Background: an optimization exercise with open tools, aiming at small area and a short achievable clock period. Do not read the settings as production practice.
In this exercise RTL edits were held to simulation tests only and were not proved equivalent to the original.
No driver is modelled on the clock port, so clock power and skew are understated where the tree is cut down; a real chip needs a root buffer or a tree.
Power is estimated from default activity; no workload was simulated.

==> flow/design.v <==
module fifo_sync #(
    parameter int WIDTH = 32,
    parameter int DEPTH = 16    
)(
    input  logic                 clk,
    input  logic                 rst_n,
    input  logic                 wr_en,
    input  logic [WIDTH-1:0]     wr_data,
    output logic                 full,
    input  logic                 rd_en,
    output logic [WIDTH-1:0]     rd_data,
    output logic                 empty,
    output logic [$clog2(DEPTH+1)-1:0] level
);
    localparam int PTR_W  = $clog2(DEPTH);
    localparam int MDEPTH = DEPTH - 1;         
    logic [WIDTH-1:0] mem [0:MDEPTH-1];
    logic [WIDTH-1:0] head;
    logic [PTR_W-1:0]            wr_ptr;       
    logic [MDEPTH-1:0]           rd_sel;       
    logic [$clog2(DEPTH+1)-1:0]  count;
    logic                        full_r;       
    logic                        nonempty_r;   
    logic                        le1_r;        
    logic push, pop;
    assign push = wr_en && !full_r;
    assign pop  = rd_en && nonempty_r;
    logic mem_push, mem_pop;
    assign mem_push = push && nonempty_r && !(le1_r && rd_en);
    assign mem_pop  = pop && !le1_r;
    always_ff @(posedge clk) begin
        for (int i = 0; i < MDEPTH; i++)
            if (push && wr_ptr == PTR_W'(i)) mem[i] <= wr_data;
    end
    logic             keep;
    logic [WIDTH-1:0] head_d;
    assign keep = !rd_en && nonempty_r;
    always_comb begin
        head_d = (head & {WIDTH{keep}}) | (wr_data & {WIDTH{!keep && le1_r}});
        for (int i = 0; i < MDEPTH; i++)
            head_d = head_d | (mem[i] & {WIDTH{!keep && !le1_r && rd_sel[i]}});
    end
    always_ff @(posedge clk) begin
        head <= head_d;
    end
    always_ff @(posedge clk or negedge rst_n) begin
        if (!rst_n) begin
            wr_ptr     <= '0;
            rd_sel     <= MDEPTH'(1);
            count      <= '0;
            full_r     <= 1'b0;
            nonempty_r <= 1'b0;
            le1_r      <= 1'b1;
        end else begin
            if (mem_push) wr_ptr <= (wr_ptr == PTR_W'(MDEPTH-1)) ? '0 : wr_ptr + 1'b1;
            if (mem_pop)  rd_sel <= {rd_sel[MDEPTH-2:0], rd_sel[MDEPTH-1]};
            if (push && !pop) begin
                count      <= count + 1'b1;
                full_r     <= (count == DEPTH-1);
                nonempty_r <= 1'b1;
                le1_r      <= !nonempty_r;
            end else if (pop && !push) begin
                count      <= count - 1'b1;
                full_r     <= 1'b0;
                nonempty_r <= (count != 1);
                le1_r      <= (count <= 2);
            end
        end
    end
    assign rd_data = head;
    assign full    = count[PTR_W];
    assign empty   = !nonempty_r;
    assign level   = count;
endmodule
export LEC_CHECK = 0
export CAP_MARGIN = 20
export CORE_MARGIN = 2
export CORE_UTILIZATION = 40
export SLEW_MARGIN = 50
create_clock -name core_clock -period 4.3 [get_ports {clk}]
standard.sh (not shown) runs the stock make flow with config.mk's settings and CLKGATE_MAP_FILE= SYNTH_SCRIPT=/design/flow/synth_recipe.tcl, a recipe that flattens the netlist after the stock synthesis.
==> flow/flow/run.sh <==
#!/bin/bash
# Standard ORFS layout with faster port buffers, sizing free to change cell
# footprints and larger clock-sink clusters. After CTS the clock tree's root
# buffer is dropped, timing repaired again and area recovered
# (flow/cts_post.tcl); after global routing area is recovered again
# (flow/grt_downsize.tcl). Timing repair aims at 2.5 ns of setup slack up to
# CTS and 2.4 ns after global routing. The tools' output goes to standard.log
# and the ORFS logs.
set -e
ARGS=(MATCH_CELL_FOOTPRINT=0
  "BUFFER_PORTS_ARGS=-buffer_cell sky130_fd_sc_hd__buf_2"
  "CTS_ARGS=-sink_clustering_enable -repair_clock_nets -sink_clustering_size 30 -sink_clustering_max_diameter 150 -dont_use_dummy_load"
  "POST_CTS_TCL=$(pwd)/flow/cts_post.tcl"
  "POST_GLOBAL_ROUTE_TCL=$(pwd)/flow/grt_downsize.tcl")
bash standard.sh "${ARGS[@]}" SETUP_SLACK_MARGIN=2.5 cts > standard.log 2>&1
bash standard.sh "${ARGS[@]}" SETUP_SLACK_MARGIN=2.4 finish >> standard.log 2>&1
Other scripts of this flow, unchanged in this note and not shown: flow/flow/cts_post.tcl, flow/flow/downsize.tcl, flow/flow/grt_downsize.tcl, flow/flow/noroot.tcl
The starting point completed with no timing, DRC or antenna violations.
Change:
--- a/flow/design.v
+++ b/flow/design.v
@@ -15,9 +15,9 @@
     localparam int PTR_W  = $clog2(DEPTH);
     localparam int MDEPTH = DEPTH - 1;         
     logic [WIDTH-1:0] mem [0:MDEPTH-1];
     logic [WIDTH-1:0] head;
-    logic [PTR_W-1:0]            wr_ptr;       
+    logic [MDEPTH-1:0]           wr_sel;       
     logic [MDEPTH-1:0]           rd_sel;       
     logic [$clog2(DEPTH+1)-1:0]  count;
     logic                        full_r;       
     logic                        nonempty_r;   
@@ -29,9 +29,9 @@
     assign mem_push = push && nonempty_r && !(le1_r && rd_en);
     assign mem_pop  = pop && !le1_r;
     always_ff @(posedge clk) begin
         for (int i = 0; i < MDEPTH; i++)
-            if (push && wr_ptr == PTR_W'(i)) mem[i] <= wr_data;
+            if (wr_en && wr_sel[i]) mem[i] <= wr_data;
     end
     logic             keep;
     logic [WIDTH-1:0] head_d;
     assign keep = !rd_en && nonempty_r;
@@ -44,16 +44,21 @@
         head <= head_d;
     end
     always_ff @(posedge clk or negedge rst_n) begin
         if (!rst_n) begin
-            wr_ptr     <= '0;
+            wr_sel     <= MDEPTH'(1);
             rd_sel     <= MDEPTH'(1);
             count      <= '0;
             full_r     <= 1'b0;
             nonempty_r <= 1'b0;
             le1_r      <= 1'b1;
         end else begin
-            if (mem_push) wr_ptr <= (wr_ptr == PTR_W'(MDEPTH-1)) ? '0 : wr_ptr + 1'b1;
+            if (push && !pop && count == DEPTH-1)
+                wr_sel <= '0;
+            else if (full_r && pop)
+                wr_sel <= rd_sel;
+            else if (mem_push)
+                wr_sel <= {wr_sel[MDEPTH-2:0], wr_sel[MDEPTH-1]};
             if (mem_pop)  rd_sel <= {rd_sel[MDEPTH-2:0], rd_sel[MDEPTH-1]};
             if (push && !pop) begin
                 count      <= count + 1'b1;
                 full_r     <= (count == DEPTH-1);
@@ -67,8 +72,8 @@
             end
         end
     end
     assign rd_data = head;
-    assign full    = count[PTR_W];
+    assign full    = full_r;
     assign empty   = !nonempty_r;
     assign level   = count;
 endmodule
=> Total power falls by roughly a tenth; final area barely changes; cell count came out higher slightly; critical path depth shrinks by 2; sequential cell count is higher by 11; sequential power falls by a little under a tenth; worst setup slack gains 0.016 ns; die area came out higher by a few percent; sequential share of layout area rose by 1.4 points; wire length fell by roughly a tenth; clock-buffer cell count is higher by 1; clock power rose by a few percent; fmax went up slightly; non-clock buffer count went down by 72.

-- port drivers added, routing unchanged --
No port has a modelled driver above. Below, the same layouts with a new extraction and two added sets of constraints.
Step 1 sets driving cells, clkbuf_16 on the clock port and buf_2 on the other inputs (assumed; they add their load-dependent delay and slew).
Step 2 also shifts input and output timing later by t, the mid clock arrival at the registers, as if the neighbouring blocks saw the same clock.
Three values: ideal, step 1, step 2; two values: the first two.
run | shift t [ns] | setup slack, ns | latest minus earliest clock arrival (ns) | worst register clock-pin slew, ns
the first run | 0.492 | 2.409 / 2.352 / 1.951 | 0.022 / 0.022 | 0.12 / 0.12
the second run | 0.473 | 2.425 / 2.356 / 1.994 | 0.057 / 0.057 | 0.12 / 0.12
After both steps setup and hold are still met in every run listed. For the first run, which loses most, drivers alone change the setup slack by -0.057 ns; drivers and shift together by -0.458 ns.
